Background: an optimization exercise with open tools, aiming at small area. Do not read the settings as production practice. In this exercise RTL edits were held to simulation tests only and were not proved equivalent to the original.

==> flow/design.v <==
module top (
    input clk,
    input rst,
    input up,
    input down,
    input raw_entry,
    input raw_exit,
    input [7:0] rate,
    output [6:0] seg_car,
    output [6:0] seg_cost1,
    output [6:0] seg_cost0,
    output full,
    output empty,
    output alarm
);
    reg [15:0] tm;
    reg [2:0] ph;
    always @(posedge clk or posedge rst) begin
        if (rst) begin
            ph <= 3'd4;
            tm <= 16'd0;
        end else begin
            ph <= ph + 3'd1;
            if (&ph) tm <= tm + 16'd1;
        end
    end
    reg e1, e2, ep, x1, x2, xp;
    always @(posedge clk or posedge rst) begin
        if (rst) begin
            e1 <= 1'b0; e2 <= 1'b0; ep <= 1'b0;
            x1 <= 1'b0; x2 <= 1'b0; xp <= 1'b0;
        end else begin
            e1 <= raw_entry; e2 <= e1; ep <= e1 & ~e2;
            x1 <= raw_exit;  x2 <= x1; xp <= x1 & ~x2;
        end
    end
    reg ae, ax, alarm_r;
    reg [1:0] cnt;
    wire is_full = &cnt;
    wire is_empty = ~|cnt;
    always @(posedge clk or posedge rst) begin
        if (rst) begin
            ae <= 1'b0; ax <= 1'b0; alarm_r <= 1'b0;
            cnt <= 2'd0;
        end else begin
            ae <= ep & ~is_full;
            ax <= xp & ~is_empty;
            alarm_r <= (ep & is_full) | (xp & is_empty);
            if (ae & ~ax & ~is_full) cnt <= cnt + 2'd1;
            else if (ax & ~ae & ~is_empty) cnt <= cnt - 2'd1;
        end
    end
    assign alarm = alarm_r;
    assign full = is_full;
    assign empty = is_empty;
    assign seg_car = (cnt == 2'd0) ? 7'b0000001 :
                     (cnt == 2'd1) ? 7'b1001111 :
                     (cnt == 2'd2) ? 7'b0010010 : 7'b0000110;
    reg [1:0] qc, hd, tl;
    reg [15:0] b0, b1, b2;
    reg [15:0] last;
    wire wr = ae & ~&qc;
    wire rd = ax & |qc;
    always @(posedge clk or posedge rst) begin
        if (rst) begin
            qc <= 2'd0; hd <= 2'd0; tl <= 2'd0;
            last <= 16'd0;
        end else begin
            if (wr) begin
                tl <= (tl == 2'd2) ? 2'd0 : tl + 2'd1;
                qc <= qc + 2'd1;
            end
            if (rd) begin
                last <= (hd == 2'd0) ? b0 : (hd == 2'd1) ? b1 : b2;
                hd <= (hd == 2'd2) ? 2'd0 : hd + 2'd1;
                qc <= qc - 2'd1;
            end
        end
    end
    always @(posedge clk) begin
        if (wr && tl == 2'd0) b0 <= tm;
        if (wr && tl == 2'd1) b1 <= tm;
        if (wr && tl == 2'd2) b2 <= tm;
    end
    wire [15:0] lastn = ~last;
    wire gx1 = tm[0] ^ lastn[0];
    wire gs2 = gx1 ^ 1'b1;
    wire gc3 = (tm[0] & lastn[0]) | (1'b1 & gx1);
    wire gx4 = tm[1] ^ lastn[1];
    wire gs5 = gx4 ^ gc3;
    wire gc6 = (tm[1] & lastn[1]) | (gc3 & gx4);
    wire gx7 = tm[2] ^ lastn[2];
    wire gs8 = gx7 ^ gc6;
    wire gc9 = (tm[2] & lastn[2]) | (gc6 & gx7);
    wire gx10 = tm[3] ^ lastn[3];
    wire gs11 = gx10 ^ gc9;
    wire gc12 = (tm[3] & lastn[3]) | (gc9 & gx10);
    wire gx13 = tm[4] ^ lastn[4];
    wire gs14 = gx13 ^ gc12;
    wire gc15 = (tm[4] & lastn[4]) | (gc12 & gx13);
    wire gx16 = tm[5] ^ lastn[5];
    wire gs17 = gx16 ^ gc15;
    wire gc18 = (tm[5] & lastn[5]) | (gc15 & gx16);
    wire gx19 = tm[6] ^ lastn[6];
    wire gs20 = gx19 ^ gc18;
    wire gc21 = (tm[6] & lastn[6]) | (gc18 & gx19);
    wire gx22 = tm[7] ^ lastn[7];
    wire gs23 = gx22 ^ gc21;
    wire gc24 = (tm[7] & lastn[7]) | (gc21 & gx22);
    wire gx25 = tm[8] ^ lastn[8];
    wire gs26 = gx25 ^ gc24;
    wire gc27 = (tm[8] & lastn[8]) | (gc24 & gx25);
    wire gx28 = tm[9] ^ lastn[9];
    wire gs29 = gx28 ^ gc27;
    wire gc30 = (tm[9] & lastn[9]) | (gc27 & gx28);
    wire gx31 = tm[10] ^ lastn[10];
    wire gs32 = gx31 ^ gc30;
    wire gc33 = (tm[10] & lastn[10]) | (gc30 & gx31);
    wire gx34 = tm[11] ^ lastn[11];
    wire gs35 = gx34 ^ gc33;
    wire gc36 = (tm[11] & lastn[11]) | (gc33 & gx34);
    wire gx37 = tm[12] ^ lastn[12];
    wire gs38 = gx37 ^ gc36;
    wire gc39 = (tm[12] & lastn[12]) | (gc36 & gx37);
    wire gx40 = tm[13] ^ lastn[13];
    wire gs41 = gx40 ^ gc39;
    wire gc42 = (tm[13] & lastn[13]) | (gc39 & gx40);
    wire gx43 = tm[14] ^ lastn[14];
    wire gs44 = gx43 ^ gc42;
    wire gc45 = (tm[14] & lastn[14]) | (gc42 & gx43);
    wire gx46 = tm[15] ^ lastn[15];
    wire gs47 = gx46 ^ gc45;
    wire gc48 = (tm[15] & lastn[15]) | (gc45 & gx46);
    wire ge = gc48;
    wire en = ax & ge;
    wire [7:0] rg = rate & {8{en}};
    wire gp49 = gs2 & rg[0];
    wire gp50 = gs5 & rg[0];
    wire gp51 = gs8 & rg[0];
    wire gp52 = gs11 & rg[0];
    wire gp53 = gs14 & rg[0];
    wire gp54 = gs17 & rg[0];
    wire gp55 = gs20 & rg[0];
    wire gp56 = gs23 & rg[0];
    wire gp57 = gs26 & rg[0];
    wire gp58 = gs29 & rg[0];
    wire gp59 = gs32 & rg[0];
    wire gp60 = gs35 & rg[0];
    wire gp61 = gs38 & rg[0];
    wire gp62 = gs41 & rg[0];
    wire gp63 = gs44 & rg[0];
    wire gp64 = gs47 & rg[0];
    wire gp65 = gs2 & rg[1];
    wire gp66 = gs5 & rg[1];
    wire gp67 = gs8 & rg[1];
    wire gp68 = gs11 & rg[1];
    wire gp69 = gs14 & rg[1];
    wire gp70 = gs17 & rg[1];
    wire gp71 = gs20 & rg[1];
    wire gp72 = gs23 & rg[1];
    wire gp73 = gs26 & rg[1];
    wire gp74 = gs29 & rg[1];
    wire gp75 = gs32 & rg[1];
    wire gp76 = gs35 & rg[1];
    wire gp77 = gs38 & rg[1];
    wire gp78 = gs41 & rg[1];
    wire gp79 = gs44 & rg[1];
    wire gp80 = gs2 & rg[2];
    wire gp81 = gs5 & rg[2];
    wire gp82 = gs8 & rg[2];
    wire gp83 = gs11 & rg[2];
    wire gp84 = gs14 & rg[2];
    wire gp85 = gs17 & rg[2];
    wire gp86 = gs20 & rg[2];
    wire gp87 = gs23 & rg[2];
    wire gp88 = gs26 & rg[2];
    wire gp89 = gs29 & rg[2];
    wire gp90 = gs32 & rg[2];
    wire gp91 = gs35 & rg[2];
    wire gp92 = gs38 & rg[2];
    wire gp93 = gs41 & rg[2];
    wire gp94 = gs2 & rg[3];
    wire gp95 = gs5 & rg[3];
    wire gp96 = gs8 & rg[3];
    wire gp97 = gs11 & rg[3];
    wire gp98 = gs14 & rg[3];
    wire gp99 = gs17 & rg[3];
    wire gp100 = gs20 & rg[3];
    wire gp101 = gs23 & rg[3];
    wire gp102 = gs26 & rg[3];
    wire gp103 = gs29 & rg[3];
    wire gp104 = gs32 & rg[3];
    wire gp105 = gs35 & rg[3];
    wire gp106 = gs38 & rg[3];
    wire gp107 = gs2 & rg[4];
    wire gp108 = gs5 & rg[4];
    wire gp109 = gs8 & rg[4];
    wire gp110 = gs11 & rg[4];
    wire gp111 = gs14 & rg[4];
    wire gp112 = gs17 & rg[4];
    wire gp113 = gs20 & rg[4];
    wire gp114 = gs23 & rg[4];
    wire gp115 = gs26 & rg[4];
    wire gp116 = gs29 & rg[4];
    wire gp117 = gs32 & rg[4];
    wire gp118 = gs35 & rg[4];
    wire gp119 = gs2 & rg[5];
    wire gp120 = gs5 & rg[5];
    wire gp121 = gs8 & rg[5];
    wire gp122 = gs11 & rg[5];
    wire gp123 = gs14 & rg[5];
    wire gp124 = gs17 & rg[5];
    wire gp125 = gs20 & rg[5];
    wire gp126 = gs23 & rg[5];
    wire gp127 = gs26 & rg[5];
    wire gp128 = gs29 & rg[5];
    wire gp129 = gs32 & rg[5];
    wire gp130 = gs2 & rg[6];
    wire gp131 = gs5 & rg[6];
    wire gp132 = gs8 & rg[6];
    wire gp133 = gs11 & rg[6];
    wire gp134 = gs14 & rg[6];
    wire gp135 = gs17 & rg[6];
    wire gp136 = gs20 & rg[6];
    wire gp137 = gs23 & rg[6];
    wire gp138 = gs26 & rg[6];
    wire gp139 = gs29 & rg[6];
    wire gp140 = gs2 & rg[7];
    wire gp141 = gs5 & rg[7];
    wire gp142 = gs8 & rg[7];
    wire gp143 = gs11 & rg[7];
    wire gp144 = gs14 & rg[7];
    wire gp145 = gs17 & rg[7];
    wire gp146 = gs20 & rg[7];
    wire gp147 = gs23 & rg[7];
    wire gp148 = gs26 & rg[7];
    wire gs149 = gp50 ^ gp65;
    wire gc150 = gp50 & gp65;
    wire gx151 = gp51 ^ gp66;
    wire gs152 = gx151 ^ gp80;
    wire gc153 = (gp51 & gp66) | (gp80 & gx151);
    wire gs154 = gc150 ^ gs152;
    wire gc155 = gc150 & gs152;
    wire gx156 = gp52 ^ gp67;
    wire gs157 = gx156 ^ gp81;
    wire gc158 = (gp52 & gp67) | (gp81 & gx156);
    wire gx159 = gp94 ^ gc153;
    wire gs160 = gx159 ^ gs157;
    wire gc161 = (gp94 & gc153) | (gs157 & gx159);
    wire gs162 = gc155 ^ gs160;
    wire gc163 = gc155 & gs160;
    wire gx164 = gp53 ^ gp68;
    wire gs165 = gx164 ^ gp82;
    wire gc166 = (gp53 & gp68) | (gp82 & gx164);
    wire gx167 = gp95 ^ gp107;
    wire gs168 = gx167 ^ gc158;
    wire gc169 = (gp95 & gp107) | (gc158 & gx167);
    wire gx170 = gs165 ^ gc161;
    wire gs171 = gx170 ^ gs168;
    wire gc172 = (gs165 & gc161) | (gs168 & gx170);
    wire gs173 = gc163 ^ gs171;
    wire gc174 = gc163 & gs171;
    wire gx175 = gp54 ^ gp69;
    wire gs176 = gx175 ^ gp83;
    wire gc177 = (gp54 & gp69) | (gp83 & gx175);
    wire gx178 = gp96 ^ gp108;
    wire gs179 = gx178 ^ gp119;
    wire gc180 = (gp96 & gp108) | (gp119 & gx178);
    wire gx181 = gc166 ^ gs176;
    wire gs182 = gx181 ^ gs179;
    wire gc183 = (gc166 & gs176) | (gs179 & gx181);
    wire gx184 = gc169 ^ gs182;
    wire gs185 = gx184 ^ gc172;
    wire gc186 = (gc169 & gs182) | (gc172 & gx184);
    wire gs187 = gc174 ^ gs185;
    wire gc188 = gc174 & gs185;
    wire gx189 = gp55 ^ gp70;
    wire gs190 = gx189 ^ gp84;
    wire gc191 = (gp55 & gp70) | (gp84 & gx189);
    wire gx192 = gp97 ^ gp109;
    wire gs193 = gx192 ^ gp120;
    wire gc194 = (gp97 & gp109) | (gp120 & gx192);
    wire gx195 = gp130 ^ gc177;
    wire gs196 = gx195 ^ gc180;
    wire gc197 = (gp130 & gc177) | (gc180 & gx195);
    wire gx198 = gs190 ^ gs193;
    wire gs199 = gx198 ^ gc183;
    wire gc200 = (gs190 & gs193) | (gc183 & gx198);
    wire gx201 = gs196 ^ gs199;
    wire gs202 = gx201 ^ gc186;
    wire gc203 = (gs196 & gs199) | (gc186 & gx201);
    wire gs204 = gc188 ^ gs202;
    wire gc205 = gc188 & gs202;
    wire gx206 = gp56 ^ gp71;
    wire gs207 = gx206 ^ gp85;
    wire gc208 = (gp56 & gp71) | (gp85 & gx206);
    wire gx209 = gp98 ^ gp110;
    wire gs210 = gx209 ^ gp121;
    wire gc211 = (gp98 & gp110) | (gp121 & gx209);
    wire gx212 = gp131 ^ gp140;
    wire gs213 = gx212 ^ gc191;
    wire gc214 = (gp131 & gp140) | (gc191 & gx212);
    wire gx215 = gc194 ^ gs207;
    wire gs216 = gx215 ^ gs210;
    wire gc217 = (gc194 & gs207) | (gs210 & gx215);
    wire gx218 = gc197 ^ gs213;
    wire gs219 = gx218 ^ gs216;
    wire gc220 = (gc197 & gs213) | (gs216 & gx218);
    wire gx221 = gc200 ^ gs219;
    wire gs222 = gx221 ^ gc203;
    wire gc223 = (gc200 & gs219) | (gc203 & gx221);
    wire gs224 = gc205 ^ gs222;
    wire gc225 = gc205 & gs222;
    wire gx226 = gp57 ^ gp72;
    wire gs227 = gx226 ^ gp86;
    wire gc228 = (gp57 & gp72) | (gp86 & gx226);
    wire gx229 = gp99 ^ gp111;
    wire gs230 = gx229 ^ gp122;
    wire gc231 = (gp99 & gp111) | (gp122 & gx229);
    wire gx232 = gp132 ^ gp141;
    wire gs233 = gx232 ^ gc208;
    wire gc234 = (gp132 & gp141) | (gc208 & gx232);
    wire gx235 = gc211 ^ gs227;
    wire gs236 = gx235 ^ gs230;
    wire gc237 = (gc211 & gs227) | (gs230 & gx235);
    wire gx238 = gc214 ^ gc217;
    wire gs239 = gx238 ^ gs233;
    wire gc240 = (gc214 & gc217) | (gs233 & gx238);
    wire gx241 = gs236 ^ gc220;
    wire gs242 = gx241 ^ gs239;
    wire gc243 = (gs236 & gc220) | (gs239 & gx241);
    wire gx244 = gs242 ^ gc223;
    wire gs245 = gx244 ^ gc225;
    wire gc246 = (gs242 & gc223) | (gc225 & gx244);
    wire gx247 = gp58 ^ gp73;
    wire gs248 = gx247 ^ gp87;
    wire gc249 = (gp58 & gp73) | (gp87 & gx247);
    wire gx250 = gp100 ^ gp112;
    wire gs251 = gx250 ^ gp123;
    wire gc252 = (gp100 & gp112) | (gp123 & gx250);
    wire gx253 = gp133 ^ gp142;
    wire gs254 = gx253 ^ gc228;
    wire gc255 = (gp133 & gp142) | (gc228 & gx253);
    wire gx256 = gc231 ^ gs248;
    wire gs257 = gx256 ^ gs251;
    wire gc258 = (gc231 & gs248) | (gs251 & gx256);
    wire gx259 = gc234 ^ gc237;
    wire gs260 = gx259 ^ gs254;
    wire gc261 = (gc234 & gc237) | (gs254 & gx259);
    wire gx262 = gs257 ^ gc240;
    wire gs263 = gx262 ^ gs260;
    wire gc264 = (gs257 & gc240) | (gs260 & gx262);
    wire gx265 = gc243 ^ gs263;
    wire gs266 = gx265 ^ gc246;
    wire gc267 = (gc243 & gs263) | (gc246 & gx265);
    wire gx268 = gp59 ^ gp74;
    wire gs269 = gx268 ^ gp88;
    wire gc270 = (gp59 & gp74) | (gp88 & gx268);
    wire gx271 = gp101 ^ gp113;
    wire gs272 = gx271 ^ gp124;
    wire gc273 = (gp101 & gp113) | (gp124 & gx271);
    wire gx274 = gp134 ^ gp143;
    wire gs275 = gx274 ^ gc249;
    wire gc276 = (gp134 & gp143) | (gc249 & gx274);
    wire gx277 = gc252 ^ gs269;
    wire gs278 = gx277 ^ gs272;
    wire gc279 = (gc252 & gs269) | (gs272 & gx277);
    wire gx280 = gc255 ^ gc258;
    wire gs281 = gx280 ^ gs275;
    wire gc282 = (gc255 & gc258) | (gs275 & gx280);
    wire gx283 = gs278 ^ gc261;
    wire gs284 = gx283 ^ gs281;
    wire gc285 = (gs278 & gc261) | (gs281 & gx283);
    wire gx286 = gc264 ^ gs284;
    wire gs287 = gx286 ^ gc267;
    wire gc288 = (gc264 & gs284) | (gc267 & gx286);
    wire gx289 = gp60 ^ gp75;
    wire gs290 = gx289 ^ gp89;
    wire gc291 = (gp60 & gp75) | (gp89 & gx289);
    wire gx292 = gp102 ^ gp114;
    wire gs293 = gx292 ^ gp125;
    wire gc294 = (gp102 & gp114) | (gp125 & gx292);
    wire gx295 = gp135 ^ gp144;
    wire gs296 = gx295 ^ gc270;
    wire gc297 = (gp135 & gp144) | (gc270 & gx295);
    wire gx298 = gc273 ^ gs290;
    wire gs299 = gx298 ^ gs293;
    wire gc300 = (gc273 & gs290) | (gs293 & gx298);
    wire gx301 = gc276 ^ gc279;
    wire gs302 = gx301 ^ gs296;
    wire gc303 = (gc276 & gc279) | (gs296 & gx301);
    wire gx304 = gs299 ^ gc282;
    wire gs305 = gx304 ^ gs302;
    wire gc306 = (gs299 & gc282) | (gs302 & gx304);
    wire gx307 = gc285 ^ gs305;
    wire gs308 = gx307 ^ gc288;
    wire gc309 = (gc285 & gs305) | (gc288 & gx307);
    wire gx310 = gp61 ^ gp76;
    wire gs311 = gx310 ^ gp90;
    wire gc312 = (gp61 & gp76) | (gp90 & gx310);
    wire gx313 = gp103 ^ gp115;
    wire gs314 = gx313 ^ gp126;
    wire gc315 = (gp103 & gp115) | (gp126 & gx313);
    wire gx316 = gp136 ^ gp145;
    wire gs317 = gx316 ^ gc291;
    wire gc318 = (gp136 & gp145) | (gc291 & gx316);
    wire gx319 = gc294 ^ gs311;
    wire gs320 = gx319 ^ gs314;
    wire gc321 = (gc294 & gs311) | (gs314 & gx319);
    wire gx322 = gc297 ^ gc300;
    wire gs323 = gx322 ^ gs317;
    wire gc324 = (gc297 & gc300) | (gs317 & gx322);
    wire gx325 = gs320 ^ gc303;
    wire gs326 = gx325 ^ gs323;
    wire gc327 = (gs320 & gc303) | (gs323 & gx325);
    wire gx328 = gc306 ^ gs326;
    wire gs329 = gx328 ^ gc309;
    wire gc330 = (gc306 & gs326) | (gc309 & gx328);
    wire gx331 = gp62 ^ gp77;
    wire gs332 = gx331 ^ gp91;
    wire gc333 = (gp62 & gp77) | (gp91 & gx331);
    wire gx334 = gp104 ^ gp116;
    wire gs335 = gx334 ^ gp127;
    wire gc336 = (gp104 & gp116) | (gp127 & gx334);
    wire gx337 = gp137 ^ gp146;
    wire gs338 = gx337 ^ gc312;
    wire gc339 = (gp137 & gp146) | (gc312 & gx337);
    wire gx340 = gc315 ^ gs332;
    wire gs341 = gx340 ^ gs335;
    wire gc342 = (gc315 & gs332) | (gs335 & gx340);
    wire gx343 = gc318 ^ gc321;
    wire gs344 = gx343 ^ gs338;
    wire gc345 = (gc318 & gc321) | (gs338 & gx343);
    wire gx346 = gs341 ^ gc324;
    wire gs347 = gx346 ^ gs344;
    wire gc348 = (gs341 & gc324) | (gs344 & gx346);
    wire gx349 = gc327 ^ gs347;
    wire gs350 = gx349 ^ gc330;
    wire gc351 = (gc327 & gs347) | (gc330 & gx349);
    wire gx352 = gp63 ^ gp78;
    wire gs353 = gx352 ^ gp92;
    wire gc354 = (gp63 & gp78) | (gp92 & gx352);
    wire gx355 = gp105 ^ gp117;
    wire gs356 = gx355 ^ gp128;
    wire gc357 = (gp105 & gp117) | (gp128 & gx355);
    wire gx358 = gp138 ^ gp147;
    wire gs359 = gx358 ^ gc333;
    wire gc360 = (gp138 & gp147) | (gc333 & gx358);
    wire gx361 = gc336 ^ gs353;
    wire gs362 = gx361 ^ gs356;
    wire gc363 = (gc336 & gs353) | (gs356 & gx361);
    wire gx364 = gc339 ^ gc342;
    wire gs365 = gx364 ^ gs359;
    wire gc366 = (gc339 & gc342) | (gs359 & gx364);
    wire gx367 = gs362 ^ gc345;
    wire gs368 = gx367 ^ gs365;
    wire gc369 = (gs362 & gc345) | (gs365 & gx367);
    wire gx370 = gc348 ^ gs368;
    wire gs371 = gx370 ^ gc351;
    wire gc372 = (gc348 & gs368) | (gc351 & gx370);
    wire gx373 = gp64 ^ gp79;
    wire gx374 = gp93 ^ gp106;
    wire gx375 = gp118 ^ gp129;
    wire gx376 = gp139 ^ gp148;
    wire gx377 = gx373 ^ gx374;
    wire gx378 = gx375 ^ gx376;
    wire gx379 = gc354 ^ gc357;
    wire gx380 = gx377 ^ gx378;
    wire gx381 = gx379 ^ gx380;
    wire gx382 = gc360 ^ gc363;
    wire gx383 = gx381 ^ gx382;
    wire gx384 = gc366 ^ gx383;
    wire gx385 = gx384 ^ gc369;
    wire gx386 = gx385 ^ gc372;
    wire gi387 = ~gs224;
    wire gi388 = ~gs329;
    wire gi389 = ~gs350;
    wire gi390 = ~gs371;
    wire gi391 = ~gx386;
    wire gx392 = gs154 ^ gs266;
    wire gs393 = gx392 ^ gi388;
    wire gc394 = (gs154 & gs266) | (gi388 & gx392);
    wire gx395 = gs162 ^ gi387;
    wire gs396 = gx395 ^ gs245;
    wire gc397 = (gs162 & gi387) | (gs245 & gx395);
    wire gx398 = gs266 ^ gs287;
    wire gs399 = gx398 ^ gi389;
    wire gc400 = (gs266 & gs287) | (gi389 & gx398);
    wire gx401 = gc394 ^ gs396;
    wire gs402 = gx401 ^ gs399;
    wire gc403 = (gc394 & gs396) | (gs399 & gx401);
    wire gx404 = gs173 ^ gs245;
    wire gs405 = gx404 ^ gs287;
    wire gc406 = (gs173 & gs245) | (gs287 & gx404);
    wire gx407 = gs308 ^ gi390;
    wire gs408 = gx407 ^ gc397;
    wire gc409 = (gs308 & gi390) | (gc397 & gx407);
    wire gx410 = gc400 ^ gs405;
    wire gs411 = gx410 ^ gc403;
    wire gc412 = (gc400 & gs405) | (gc403 & gx410);
    wire gs413 = gs408 ^ gs411;
    wire gc414 = gs408 & gs411;
    wire gx415 = gs187 ^ gs245;
    wire gs416 = gx415 ^ gs308;
    wire gc417 = (gs187 & gs245) | (gs308 & gx415);
    wire gx418 = gi391 ^ gc406;
    wire gs419 = gx418 ^ gs416;
    wire gc420 = (gi391 & gc406) | (gs416 & gx418);
    wire gx421 = gc409 ^ gs419;
    wire gs422 = gx421 ^ gc412;
    wire gc423 = (gc409 & gs419) | (gc412 & gx421);
    wire gs424 = gc414 ^ gs422;
    wire gc425 = gc414 & gs422;
    wire gx426 = gs204 ^ gi387;
    wire gs427 = gx426 ^ gc417;
    wire gc428 = (gs204 & gi387) | (gc417 & gx426);
    wire gx429 = gc420 ^ gs427;
    wire gs430 = gx429 ^ gc423;
    wire gc431 = (gc420 & gs427) | (gc423 & gx429);
    wire gs432 = gc425 ^ gs430;
    wire gc433 = gc425 & gs430;
    wire gx434 = gc428 ^ gc431;
    wire gs435 = gx434 ^ gc433;
    wire gc436 = (gc428 & gc431) | (gc433 & gx434);
    wire [6:0] s = {gc436, gs435, gs432, gs424, gs413, gs402, gs393};
    wire [1:0] xl = {gs149, gp49};
    wire [4:0] t;
    wire [2:0] q, r;
    wire [7:0] u;
    wire [6:0] tn;
    wire ga_new_n13;
    wire ga_new_n14;
    wire ga_new_n15;
    wire ga_new_n16;
    wire ga_new_n17;
    wire ga_new_n18;
    wire ga_new_n19;
    wire ga_new_n20;
    wire ga_new_n21;
    wire ga_new_n22;
    wire ga_new_n23;
    wire ga_new_n24;
    wire ga_new_n25;
    wire ga_new_n26;
    wire ga_new_n27;
    wire ga_new_n28;
    wire ga_new_n29;
    wire ga_new_n30;
    wire ga_new_n31;
    wire ga_new_n32;
    wire ga_new_n33;
    wire ga_new_n34;
    wire ga_new_n35;
    wire ga_new_n36;
    wire ga_new_n38;
    wire ga_new_n39;
    wire ga_new_n40;
    wire ga_new_n41;
    wire ga_new_n42;
    wire ga_new_n43;
    wire ga_new_n44;
    wire ga_new_n45;
    wire ga_new_n46;
    wire ga_new_n47;
    wire ga_new_n48;
    wire ga_new_n49;
    wire ga_new_n50;
    wire ga_new_n51;
    wire ga_new_n52;
    wire ga_new_n53;
    wire ga_new_n54;
    wire ga_new_n55;
    wire ga_new_n56;
    wire ga_new_n57;
    wire ga_new_n58;
    wire ga_new_n60;
    wire ga_new_n61;
    wire ga_new_n62;
    wire ga_new_n63;
    wire ga_new_n64;
    wire ga_new_n65;
    wire ga_new_n66;
    wire ga_new_n67;
    wire ga_new_n68;
    wire ga_new_n69;
    wire ga_new_n70;
    wire ga_new_n71;
    wire ga_new_n72;
    wire ga_new_n73;
    wire ga_new_n74;
    wire ga_new_n75;
    wire ga_new_n76;
    wire ga_new_n77;
    wire ga_new_n79;
    wire ga_new_n80;
    wire ga_new_n81;
    wire ga_new_n82;
    wire ga_new_n83;
    wire ga_new_n84;
    wire ga_new_n85;
    wire ga_new_n86;
    wire ga_new_n87;
    wire ga_new_n88;
    wire ga_new_n89;
    wire ga_new_n90;
    wire ga_new_n92;
    wire ga_new_n93;
    wire ga_new_n94;
    wire ga_new_n95;
    wire ga_new_n96;
    wire ga_new_n97;
    wire ga_new_n98;
    wire ga_new_n99;
    wire ga_new_n100;
    wire ga_new_n101;
    assign ga_new_n13 = (~s[6]);
    assign ga_new_n14 = (~s[2]&~ga_new_n13);
    assign ga_new_n15 = (~s[1]);
    assign ga_new_n16 = (~s[0]);
    assign ga_new_n17 = (~ga_new_n15&~ga_new_n16);
    assign ga_new_n18 = (~s[5]);
    assign ga_new_n19 = (~s[4]&~ga_new_n18);
    assign ga_new_n20 = (~ga_new_n17) | (~ga_new_n19);
    assign ga_new_n21 = (~s[4]);
    assign ga_new_n22 = (~s[5]&~ga_new_n21);
    assign ga_new_n23 = (~ga_new_n22);
    assign ga_new_n24 = (~ga_new_n17&~ga_new_n23) | (~ga_new_n20);
    assign ga_new_n25 = (~s[2]&~s[1]);
    assign ga_new_n26 = (~ga_new_n25);
    assign ga_new_n27 = (~s[0]&~ga_new_n26);
    assign ga_new_n28 = (~ga_new_n18&~ga_new_n27) | (~s[4]);
    assign ga_new_n29 = (~s[1]&~s[0]);
    assign ga_new_n30 = (~ga_new_n29);
    assign ga_new_n31 = (~s[2]&~ga_new_n30) | (~ga_new_n19);
    assign ga_new_n32 = (~ga_new_n28&~ga_new_n14) | (~ga_new_n28&~ga_new_n24) | (~ga_new_n13&~ga_new_n14) | (~ga_new_n31&~ga_new_n14) | (~ga_new_n13&~ga_new_n24) | (~ga_new_n31&~ga_new_n24);
    assign ga_new_n33 = (~s[6]&~ga_new_n21);
    assign ga_new_n34 = (~s[4]&~ga_new_n13);
    assign ga_new_n35 = (~ga_new_n26&~ga_new_n33) | (~ga_new_n34&~ga_new_n33);
    assign ga_new_n36 = (~ga_new_n18&~ga_new_n25) | (~s[3]);
    assign t[4] = (~s[3]&~ga_new_n32) | (~ga_new_n35&~ga_new_n36);
    assign ga_new_n38 = (~s[2]);
    assign ga_new_n39 = (~s[0]&~ga_new_n21) | (~s[1]);
    assign ga_new_n40 = (~s[3]);
    assign ga_new_n41 = (~ga_new_n21&~ga_new_n40);
    assign ga_new_n42 = (~s[4]&~s[3]);
    assign ga_new_n43 = (~ga_new_n42&~ga_new_n41) | (~s[6]);
    assign ga_new_n44 = (~ga_new_n38&~ga_new_n43) | (~ga_new_n39&~ga_new_n43);
    assign ga_new_n45 = (~ga_new_n34) | (~s[3]) | (~ga_new_n25);
    assign ga_new_n46 = (~s[0]&~ga_new_n15);
    assign ga_new_n47 = (~s[3]&~s[2]);
    assign ga_new_n48 = (~ga_new_n46) | (~s[4]) | (~ga_new_n47);
    assign ga_new_n49 = (~ga_new_n40) | (~s[4]);
    assign ga_new_n50 = (~s[6]&~ga_new_n49) | (~ga_new_n18);
    assign ga_new_n51 = (~s[2]&~ga_new_n50) | (~ga_new_n17&~ga_new_n50) | (~ga_new_n42&~ga_new_n50);
    assign ga_new_n52 = (~ga_new_n51) | (~ga_new_n45) | (~ga_new_n48);
    assign ga_new_n53 = (~ga_new_n44&~ga_new_n52);
    assign ga_new_n54 = (~ga_new_n17);
    assign ga_new_n55 = (~ga_new_n16&~ga_new_n41) | (~ga_new_n13);
    assign ga_new_n56 = (~s[3]&~ga_new_n26&~ga_new_n55) | (~ga_new_n16&~ga_new_n26&~ga_new_n55);
    assign ga_new_n57 = (~s[6]&~s[4]&~ga_new_n40&~ga_new_n27);
    assign ga_new_n58 = (~ga_new_n54&~ga_new_n57&~ga_new_n56) | (~ga_new_n34&~ga_new_n57&~ga_new_n56) | (~ga_new_n47&~ga_new_n57&~ga_new_n56);
    assign t[3] = (~ga_new_n58&~ga_new_n53) | (~s[5]&~ga_new_n53);
    assign ga_new_n60 = (~ga_new_n33&~ga_new_n54&~s[2]) | (~ga_new_n33&~ga_new_n34&~s[2]) | (~ga_new_n29&~ga_new_n54&~s[2]) | (~ga_new_n29&~ga_new_n34&~s[2]);
    assign ga_new_n61 = (~ga_new_n30&~ga_new_n38) | (~ga_new_n33&~ga_new_n38);
    assign ga_new_n62 = (~s[3]&~ga_new_n61&~ga_new_n60);
    assign ga_new_n63 = (~s[2]&~ga_new_n27) | (~ga_new_n17&~ga_new_n27);
    assign ga_new_n64 = (~s[6]&~ga_new_n38);
    assign ga_new_n65 = (~ga_new_n64) | (~ga_new_n21) | (~s[0]);
    assign ga_new_n66 = (~s[6]&~ga_new_n40&~ga_new_n63) | (~ga_new_n65);
    assign ga_new_n67 = (~ga_new_n66&~ga_new_n62) | (~s[5]);
    assign ga_new_n68 = (~ga_new_n42);
    assign ga_new_n69 = (~s[6]&~ga_new_n68) | (~s[2]);
    assign ga_new_n70 = (~s[6]&~ga_new_n69) | (~ga_new_n39&~ga_new_n69);
    assign ga_new_n71 = (~ga_new_n41) | (~ga_new_n14) | (~ga_new_n16);
    assign ga_new_n72 = (~ga_new_n14&~ga_new_n64) | (~ga_new_n15);
    assign ga_new_n73 = (~ga_new_n16&~ga_new_n68);
    assign ga_new_n74 = (~ga_new_n73) | (~ga_new_n13) | (~ga_new_n38) | (~s[1]);
    assign ga_new_n75 = (~ga_new_n74) | (~ga_new_n71) | (~ga_new_n72);
    assign ga_new_n76 = (~ga_new_n70&~ga_new_n75) | (~ga_new_n18);
    assign ga_new_n77 = (~ga_new_n46) | (~ga_new_n64) | (~ga_new_n49);
    assign t[2] = (~ga_new_n67) | (~ga_new_n76) | (~ga_new_n77);
    assign ga_new_n79 = (~ga_new_n21&~ga_new_n47) | (~ga_new_n18);
    assign ga_new_n80 = (~s[0]&~ga_new_n42);
    assign ga_new_n81 = (~s[2]&~ga_new_n80);
    assign ga_new_n82 = (~ga_new_n81&~ga_new_n55) | (~ga_new_n79);
    assign ga_new_n83 = (~s[6]&~s[5]);
    assign ga_new_n84 = (~s[1]&~ga_new_n83);
    assign ga_new_n85 = (~ga_new_n82) | (~ga_new_n84);
    assign ga_new_n86 = (~ga_new_n19) | (~ga_new_n47);
    assign ga_new_n87 = (~ga_new_n47&~ga_new_n23) | (~ga_new_n86);
    assign ga_new_n88 = (~ga_new_n42&~ga_new_n87) | (~ga_new_n42&~s[6]) | (~ga_new_n83&~ga_new_n87) | (~ga_new_n83&~s[6]);
    assign ga_new_n89 = (~ga_new_n16&~ga_new_n41) | (~s[5]);
    assign ga_new_n90 = (~s[5]&~ga_new_n68) | (~ga_new_n13) | (~s[1]) | (~ga_new_n89);
    assign t[1] = (~ga_new_n17&~ga_new_n29&~ga_new_n88) | (~ga_new_n90) | (~ga_new_n85);
    assign ga_new_n92 = (~ga_new_n41&~ga_new_n25) | (~ga_new_n16&~ga_new_n25);
    assign ga_new_n93 = (~ga_new_n25&~ga_new_n92) | (~ga_new_n80&~ga_new_n92);
    assign ga_new_n94 = (~ga_new_n47&~ga_new_n18) | (~ga_new_n16&~ga_new_n18);
    assign ga_new_n95 = (~s[5]&~s[0]) | (~ga_new_n21);
    assign ga_new_n96 = (~ga_new_n16&~ga_new_n47);
    assign ga_new_n97 = (~ga_new_n47);
    assign ga_new_n98 = (~ga_new_n15&~ga_new_n97) | (~s[0]&~ga_new_n97);
    assign ga_new_n99 = (~ga_new_n96&~ga_new_n23&~ga_new_n98) | (~ga_new_n94&~ga_new_n95);
    assign ga_new_n100 = (~ga_new_n80&~ga_new_n73);
    assign ga_new_n101 = (~ga_new_n83&~ga_new_n99) | (~ga_new_n83&~s[6]) | (~ga_new_n100&~ga_new_n99) | (~ga_new_n100&~s[6]);
    assign t[0] = (~ga_new_n18&~ga_new_n55&~ga_new_n93) | (~ga_new_n101);
    wire gb_new_n12;
    wire gb_new_n13;
    wire gb_new_n14;
    wire gb_new_n15;
    wire gb_new_n16;
    wire gb_new_n17;
    wire gb_new_n18;
    wire gb_new_n20;
    wire gb_new_n21;
    wire gb_new_n23;
    wire gb_new_n24;
    wire gb_new_n25;
    wire gb_new_n26;
    wire gb_new_n27;
    wire gb_new_n29;
    wire gb_new_n30;
    wire gb_new_n31;
    wire gb_new_n32;
    wire gb_new_n33;
    wire gb_new_n34;
    wire gb_new_n35;
    wire gb_new_n37;
    wire gb_new_n38;
    wire gb_new_n39;
    wire gb_new_n40;
    wire gb_new_n42;
    wire gb_new_n43;
    assign gb_new_n12 = (~t[2]);
    assign gb_new_n13 = (~t[1]);
    assign gb_new_n14 = (~t[0]);
    assign gb_new_n15 = (~gb_new_n13) | (~gb_new_n14) | (~t[3]);
    assign gb_new_n16 = (~t[4]);
    assign gb_new_n17 = (~t[3]&~gb_new_n16);
    assign gb_new_n18 = (~t[4]&~gb_new_n17) | (~gb_new_n12&~gb_new_n17);
    assign q[2] = (~gb_new_n12&~gb_new_n18) | (~gb_new_n15&~gb_new_n18);
    assign gb_new_n20 = (~t[2]&~t[1]) | (~t[3]) | (~gb_new_n16);
    assign gb_new_n21 = (~gb_new_n17) | (~gb_new_n12);
    assign q[1] = (~gb_new_n21) | (~gb_new_n20);
    assign gb_new_n23 = (~gb_new_n13) | (~t[3]);
    assign gb_new_n24 = (~t[3]&~gb_new_n13);
    assign gb_new_n25 = (~t[0]&~gb_new_n24) | (~gb_new_n16) | (~gb_new_n23);
    assign gb_new_n26 = (~t[4]&~gb_new_n23);
    assign gb_new_n27 = (~gb_new_n17&~gb_new_n26) | (~gb_new_n12);
    assign q[0] = (~gb_new_n12&~gb_new_n25) | (~gb_new_n27);
    assign gb_new_n29 = (~gb_new_n24);
    assign gb_new_n30 = (~gb_new_n14&~gb_new_n29) | (~gb_new_n15);
    assign gb_new_n31 = (~gb_new_n30) | (~t[4]) | (~gb_new_n12);
    assign gb_new_n32 = (~t[2]&~gb_new_n14);
    assign gb_new_n33 = (~gb_new_n26) | (~gb_new_n32);
    assign gb_new_n34 = (~t[0]&~gb_new_n12);
    assign gb_new_n35 = (~gb_new_n29) | (~gb_new_n16) | (~gb_new_n23) | (~gb_new_n34);
    assign r[2] = (~gb_new_n31) | (~gb_new_n33) | (~gb_new_n35);
    assign gb_new_n37 = (~gb_new_n32&~t[1]) | (~t[4]&~t[1]);
    assign gb_new_n38 = (~gb_new_n32) | (~t[4]) | (~t[1]);
    assign gb_new_n39 = (~gb_new_n34&~t[3]) | (~gb_new_n16&~t[3]);
    assign gb_new_n40 = (~gb_new_n39) | (~gb_new_n38);
    assign r[1] = (~t[4]&~gb_new_n23&~gb_new_n32) | (~gb_new_n37&~gb_new_n40);
    assign gb_new_n42 = (gb_new_n32) | (gb_new_n34);
    assign gb_new_n43 = (~gb_new_n17&~gb_new_n26&~gb_new_n42);
    assign r[0] = (~gb_new_n25&~gb_new_n43) | (~gb_new_n42&~gb_new_n43);
    wire gc_new_n14;
    wire gc_new_n15;
    wire gc_new_n16;
    wire gc_new_n17;
    wire gc_new_n18;
    wire gc_new_n19;
    wire gc_new_n20;
    wire gc_new_n22;
    wire gc_new_n23;
    wire gc_new_n24;
    wire gc_new_n25;
    wire gc_new_n26;
    wire gc_new_n27;
    wire gc_new_n28;
    wire gc_new_n29;
    wire gc_new_n31;
    wire gc_new_n32;
    wire gc_new_n33;
    wire gc_new_n35;
    wire gc_new_n36;
    wire gc_new_n37;
    wire gc_new_n38;
    wire gc_new_n40;
    wire gc_new_n41;
    wire gc_new_n42;
    wire gc_new_n45;
    assign gc_new_n14 = (~r[1]);
    assign gc_new_n15 = (~r[0]);
    assign gc_new_n16 = (~gc_new_n14) | (~gc_new_n15) | (~r[2]);
    assign gc_new_n17 = (~r[2]);
    assign gc_new_n18 = (~r[0]&~xl[1]);
    assign gc_new_n19 = (~gc_new_n18);
    assign gc_new_n20 = (~gc_new_n19) | (~gc_new_n17);
    assign u[7] = (~gc_new_n14&~gc_new_n20) | (~gc_new_n16);
    assign gc_new_n22 = (~xl[0]);
    assign gc_new_n23 = (~xl[1]&~gc_new_n14);
    assign gc_new_n24 = (~r[2]&~gc_new_n15);
    assign gc_new_n25 = (~gc_new_n23);
    assign gc_new_n26 = (~gc_new_n14) | (~xl[1]);
    assign gc_new_n27 = (~gc_new_n25) | (~gc_new_n22) | (~gc_new_n24) | (~gc_new_n26);
    assign gc_new_n28 = (~r[2]&~r[0]);
    assign gc_new_n29 = (~gc_new_n26) | (~gc_new_n28);
    assign u[6] = (~gc_new_n22&~gc_new_n23&~gc_new_n29) | (~gc_new_n27);
    assign gc_new_n31 = (~gc_new_n25) | (~gc_new_n24) | (~gc_new_n26);
    assign gc_new_n32 = (~gc_new_n17&~gc_new_n18) | (~xl[1]&~gc_new_n18);
    assign gc_new_n33 = (~gc_new_n14) | (~gc_new_n22);
    assign u[5] = (~gc_new_n28&~gc_new_n33&~gc_new_n32) | (~gc_new_n22&~gc_new_n31);
    assign gc_new_n35 = (~gc_new_n28) | (~xl[1]);
    assign gc_new_n36 = (~xl[1]);
    assign gc_new_n37 = (~xl[0]&~gc_new_n14);
    assign gc_new_n38 = (~gc_new_n24) | (~gc_new_n37) | (~gc_new_n36);
    assign u[4] = (~gc_new_n33&~gc_new_n35) | (~gc_new_n38);
    assign gc_new_n40 = (~gc_new_n14) | (~xl[0]);
    assign gc_new_n41 = (~gc_new_n40&~gc_new_n32);
    assign gc_new_n42 = (~r[0]&~gc_new_n36) | (~gc_new_n41);
    assign u[3] = (~gc_new_n14&~gc_new_n22&~gc_new_n35) | (~gc_new_n27) | (~gc_new_n42);
    assign u[2] = (~gc_new_n22&~gc_new_n20) | (~gc_new_n19&~gc_new_n40) | (~gc_new_n31);
    assign gc_new_n45 = (~r[1]&~gc_new_n41) | (~gc_new_n36&~gc_new_n41) | (~gc_new_n24&~gc_new_n41);
    assign u[1] = (~gc_new_n35&~gc_new_n37) | (~gc_new_n45);
    assign u[0] = (~gc_new_n36&~gc_new_n16) | (~gc_new_n29) | (~gc_new_n42);
    wire gd_new_n12;
    wire gd_new_n13;
    wire gd_new_n14;
    wire gd_new_n15;
    wire gd_new_n16;
    wire gd_new_n17;
    wire gd_new_n19;
    wire gd_new_n20;
    wire gd_new_n21;
    wire gd_new_n24;
    wire gd_new_n26;
    assign gd_new_n12 = (~q[1]);
    assign gd_new_n13 = (~u[7]);
    assign gd_new_n14 = (~gd_new_n12&~gd_new_n13);
    assign gd_new_n15 = (~q[2]);
    assign gd_new_n16 = (~q[0]);
    assign gd_new_n17 = (~q[1]&~u[7]) | (~gd_new_n15) | (~gd_new_n16);
    assign tn[6] = (~gd_new_n14&~gd_new_n17);
    assign gd_new_n19 = (~q[0]&~u[7]) | (~gd_new_n15);
    assign gd_new_n20 = (~q[0]&~gd_new_n12) | (~u[7]&~gd_new_n12);
    assign gd_new_n21 = (~gd_new_n20);
    assign tn[5] = (~gd_new_n19&~gd_new_n21);
    assign tn[4] = (~q[2]&~q[1]&~u[7]&~gd_new_n16);
    assign gd_new_n24 = (~gd_new_n14) | (~gd_new_n15) | (~q[0]);
    assign tn[3] = (~gd_new_n17&~gd_new_n14) | (~gd_new_n24);
    assign gd_new_n26 = (~gd_new_n16) | (~q[1]);
    assign tn[2] = (~gd_new_n26&~q[2]) | (~gd_new_n13&~q[2]);
    assign tn[1] = (~gd_new_n19&~gd_new_n20);
    assign tn[0] = (~q[1]&~q[0]) | (~gd_new_n24);
    wire [13:0] segs = {tn, u[6:0]};
    assign seg_cost1 = segs[13:7];
    assign seg_cost0 = segs[6:0];
endmodule
==> flow/run.sh <==
#!/bin/bash
# synth_recipe.tcl (not shown) runs the flow's synth.tcl, then flattens the netlist and writes it again
# the make line also repeats each setting of config.mk as NAME=value (left out here)
make -C /OpenROAD-flow-scripts/flow DESIGN_CONFIG=/design/flow/config.mk WORK_HOME=/design/flow/orfs CLKGATE_MAP_FILE= SYNTH_SCRIPT=/design/flow/synth_recipe.tcl finish
==> flow/config.mk <==
export PLATFORM = sky130hd
export DESIGN_NAME = top
export DESIGN_NICKNAME = top
export VERILOG_FILES = /design/flow/design.v
export SDC_FILE = /design/flow/constraint.sdc
export NUM_CORES = 4
export LEC_CHECK = 0
export CAP_MARGIN = 20
export CORE_MARGIN = 2
export CORE_UTILIZATION = 40
export SLEW_MARGIN = 20
==> flow/constraint.sdc <==
create_clock -name core_clock -period 50.0 [get_ports {clk}]
set_input_delay 10.0000 -clock core_clock [delete_from_list [all_inputs] [get_ports {clk}]]
set_output_delay 10.0000 -clock core_clock [all_outputs]
set_load 0.01 [all_outputs]
==> results.cfg <==
[sta]
finalClockSkew_ns = 0.0108
setup_total_negative_slack_ns = 0
timing.final.crit_period_ns = 33.84
timing_hold_violations_final = 0
final-setup-viol-count = 0
rsz0062_at_grt = no
slew_violations = 0
timing.fmax_ghz = 0.0296
slew_headroom = 0.300
min_period_over_period = 0.677
slew_worst_pin_ns = 1.05
finalHoldWorstSlack_ns = 0.369

[layout]
layout-drive-gt1-share = 0.0586
diodes = 0
n_fill_cell = 1950
final_area_um2 = 9510
flow.area_growth_from_synthesis_pct = 10.9
finish.utilization = 0.452
register_area_um2 = 2750
nNetsFinal = 996
multiInputGateArea_um2 = 5310

[drt]
detailedRoute.firstIterationViolations = 371
drtAntennaViolNets = 0
detail_route.wl_per_cell_um = 15.5
finalWirelength_um = 17500
route.detailed.drc = 0
via_per_inst = 5.17
vias = 5832
drt-pass1-iter-count = 5

[die]
core_region_area_um2 = 21000
placementRows = 53
die_area_um2 = 22600
initial_utilization = 0.408
chip_height_um = 150
ios = 38
die_x_um = 150

[grt]
vias_in_the_first_global_route = 5792
grt_antenna_before_repair = 0
grt.overflow.total = 0
grt_first_pass_wirelength_um = 29900
globalRouteTotalUtil = 0.169
maximum_number_of_pins_on_one_net_before_global_route_repair = 53

[synth]
yosys_warnings = 1
syn_nets = 979
yosys_most_used_dff = sky130_fd_sc_hd__dfrtp_1
post_synth_main_area_contributors = sky130_fd_sc_hd__fa_1 (23%), sky130_fd_sc_hd__edfxtp_1 (17%), sky130_fd_sc_hd__dfrtp_1 (15%)
mappedNetlistArea_um2 = 8570
syn-instance-count = 831
post-synth-top-area-fraction = 0.229
synth_enable_flop_cells = 48
synth_area_leader_cell = sky130_fd_sc_hd__fa_1
synth-seq-cells = 100
netlist-cell-type-count = 80
yosysSeqAreaShare = 0.320
syn_area_cell_um2 = 10.3
ys_async_sr_fraction = 0.520

[setup_path]
cp_data_arrival_time_ns = 23.84
cp_slowest_cell = sky130_fd_sc_hd__fa_1
timing.critical_path.from_type = input port
max_incr_delay_on_cp_ns = 0.59
end_kind = primary output
critical-path-top-cell-by-count = sky130_fd_sc_hd__fa_1
timing.setup.critical_path_class = input port to primary output
reg2reg_from = ph[0]
worst-endpoint-required_ns = 40.00
rr_worst_depth = 8
critPathMaxFanout = 19
worstSetupStartpoint = rate[0]

[clock_network]
clock_tree.buffer_depth = 2
clkSinkCount = 100
clk_pin_slew_worst_paths_ns = 0.06
cts_resized = 0
tritoncts = built
setup_fix_buffers_added_after_clock_tree_synthesis = 0
clockRootBuffer = sky130_fd_sc_hd__clkbuf_16
cts_hold_repair.buffers = 0
cts.htree.levels = 3
clk-insertion-delay-late_ns = 0.34
numCtsBuffers = 9

[placed_design]
detailed_place.area_um2 = 9180
detailedPlacementHpwl_um = 12900
place_congestion = 0.813
io_port_bufs = 34

[min_path]
min-delay-start = x1
worstHoldPathType = flip-flop to flip-flop
worstHoldPathCells = 0

[outcome]
run_status = timing/DRC/antenna clean

[flow_run]
max-cap-violations = 0
-- worst paths after layout --
check / end / slack (ns)
worst max-delay path: seg_cost1[2] / 16.16
worst min-delay path: x2 / 0.37
worst max register to register: tm[15] / 47.29
worst min register to register: x2 / 0.37
max in group asynchronous: hd[0] / 39.33
min in group asynchronous: e1 / 10.17
-- per-stage QoR --
stage / std cells / worst slack, ns
after global routing: 1128 / 15.34
after global placement: 1111 / 16.23
final: 1128 / 16.16
after detailed placement: 1112 / 16.12
after CTS: 1128 / 16.09
after floorplan: 831 / 18.34
-- critical path, delay by kind of cell --
family / cells / cell delay (ns)
AO/OA/AOI/OAI: 7 / 1.67
XOR/XNOR: 4 / 0.68
adder cells (fa/ha/maj): 21 / 7.91
buffers and inverters: 10 / 2.17
multiplexers: 1 / 0.38
AND/OR/NAND/NOR: 4 / 1.00
-- sequential cells by signal (all words and copies together) (netlist names), 2 cells and up --
signal / count
hd: 2
b1: 16
tm: 16
qc: 2
tl: 2
ph: 3
cnt: 2
last: 16
b0: 16
b2: 16
-- kinds of logic after synthesis --
group / Yosys count / share of synthesized area
multiplexers: 25 / 0.0308
adder cells (fa/ha/maj): 135 / 0.283
XOR/XNOR: 34 / 0.0347
AO/OA/AOI/OAI: 125 / 0.108
buffers and inverters: 138 / 0.0636
AND/OR/NAND/NOR: 273 / 0.160
flip-flops: 100 / 0.320
other: 1 / 0.000437
-- layout by cell type, fill, tap and decap left out, types with 5 or more instances in the layout --
cell                              instances
sky130_fd_sc_hd__inv_1                  101
sky130_fd_sc_hd__fa_1                    98
sky130_fd_sc_hd__nand2_1                 89
sky130_fd_sc_hd__dfrtp_1                 50
sky130_fd_sc_hd__edfxtp_1                48
sky130_fd_sc_hd__nor2_1                  45
sky130_fd_sc_hd__and2_1                  44
sky130_fd_sc_hd__ha_1                    36
sky130_fd_sc_hd__clkdlybuf4s50_1         34
sky130_fd_sc_hd__o21ai_0                 29
sky130_fd_sc_hd__xnor2_1                 26
sky130_fd_sc_hd__a21oi_1                 25
sky130_fd_sc_hd__mux2i_1                 23
sky130_fd_sc_hd__nand3_1                 17
sky130_fd_sc_hd__nand2b_1                14
sky130_fd_sc_hd__and3_1                  12
sky130_fd_sc_hd__nor3_1                   9
sky130_fd_sc_hd__nor2b_1                  9
sky130_fd_sc_hd__clkbuf_16                9
sky130_fd_sc_hd__xor2_1                   8
sky130_fd_sc_hd__nand4_1                  7
sky130_fd_sc_hd__a211oi_1                 6
sky130_fd_sc_hd__o211ai_1                 5
sky130_fd_sc_hd__o21ai_1                  5
sky130_fd_sc_hd__buf_4                    5
-- cell type report --
type                       count  share of cell area
multi-input combinational    593               0.558
sequential                   100               0.289
timing repair buffer          40              0.0413
inverter                     104              0.0411
tap                          275              0.0362
clock buffer                  11              0.0255
clock inverter                 5             0.00895
-- cell usage after synthesis (3+ instances only) --
library cell               count
sky130_fd_sc_hd__a211oi_1      6
sky130_fd_sc_hd__a21o_1        4
sky130_fd_sc_hd__a21oi_1      25
sky130_fd_sc_hd__a311oi_2      4
sky130_fd_sc_hd__a31oi_1       3
sky130_fd_sc_hd__and2_1       44
sky130_fd_sc_hd__and3_1       12
sky130_fd_sc_hd__buf_2         7
sky130_fd_sc_hd__buf_4         3
sky130_fd_sc_hd__clkbuf_1     23
sky130_fd_sc_hd__dfrtp_1      51
sky130_fd_sc_hd__edfxtp_1     48
sky130_fd_sc_hd__fa_1         98
sky130_fd_sc_hd__ha_1         36
sky130_fd_sc_hd__inv_1       102
sky130_fd_sc_hd__mux2i_1      23
sky130_fd_sc_hd__nand2_1      89
sky130_fd_sc_hd__nand2b_1     14
sky130_fd_sc_hd__nand3_1      17
sky130_fd_sc_hd__nand4_1       7
sky130_fd_sc_hd__nor2_1       45
sky130_fd_sc_hd__nor2b_1       9
sky130_fd_sc_hd__nor3_1       10
sky130_fd_sc_hd__nor3b_1       6
sky130_fd_sc_hd__nor4_1        4
sky130_fd_sc_hd__o211a_1       4
sky130_fd_sc_hd__o211ai_1      5
sky130_fd_sc_hd__o21ai_0      29
sky130_fd_sc_hd__o21ai_1       6
sky130_fd_sc_hd__o221ai_1      3
sky130_fd_sc_hd__or3_1         4
sky130_fd_sc_hd__xnor2_1      26
sky130_fd_sc_hd__xor2_1        8
-- per-layer routing --
metal,wire (um),vias to the layer above,GRT usage
met4,167,0,0.0330
met3,559,11,0.0264
met2,8330,93,0.266
met1,8470,2929,0.249
li1,-,2799,-
met5,0,-,0

## static timing again, ports no longer ideal
How much do the figures lean on ideal ports? The routed layout below was timed once more, with nothing changed but the port constraints. Step 1 assumes that a clkbuf_16 drives the clock port and a buf_2 every other input. Step 2 times the ports against the registers' clock, not the clock port: input delays grow and output delays shrink by t, the midpoint of the rising clock arrivals with the driver on. Three values: no drivers, after step 1, after step 2; two values: the first two.
t (ns): 0.386
setup WS [ns]: 16.161 / 16.133 / 16.133
worst setup path at the end: input to output
After both steps this run still meets setup and hold. For this run, drivers alone change the setup slack by -0.028 ns; drivers and shift together by -0.028 ns.
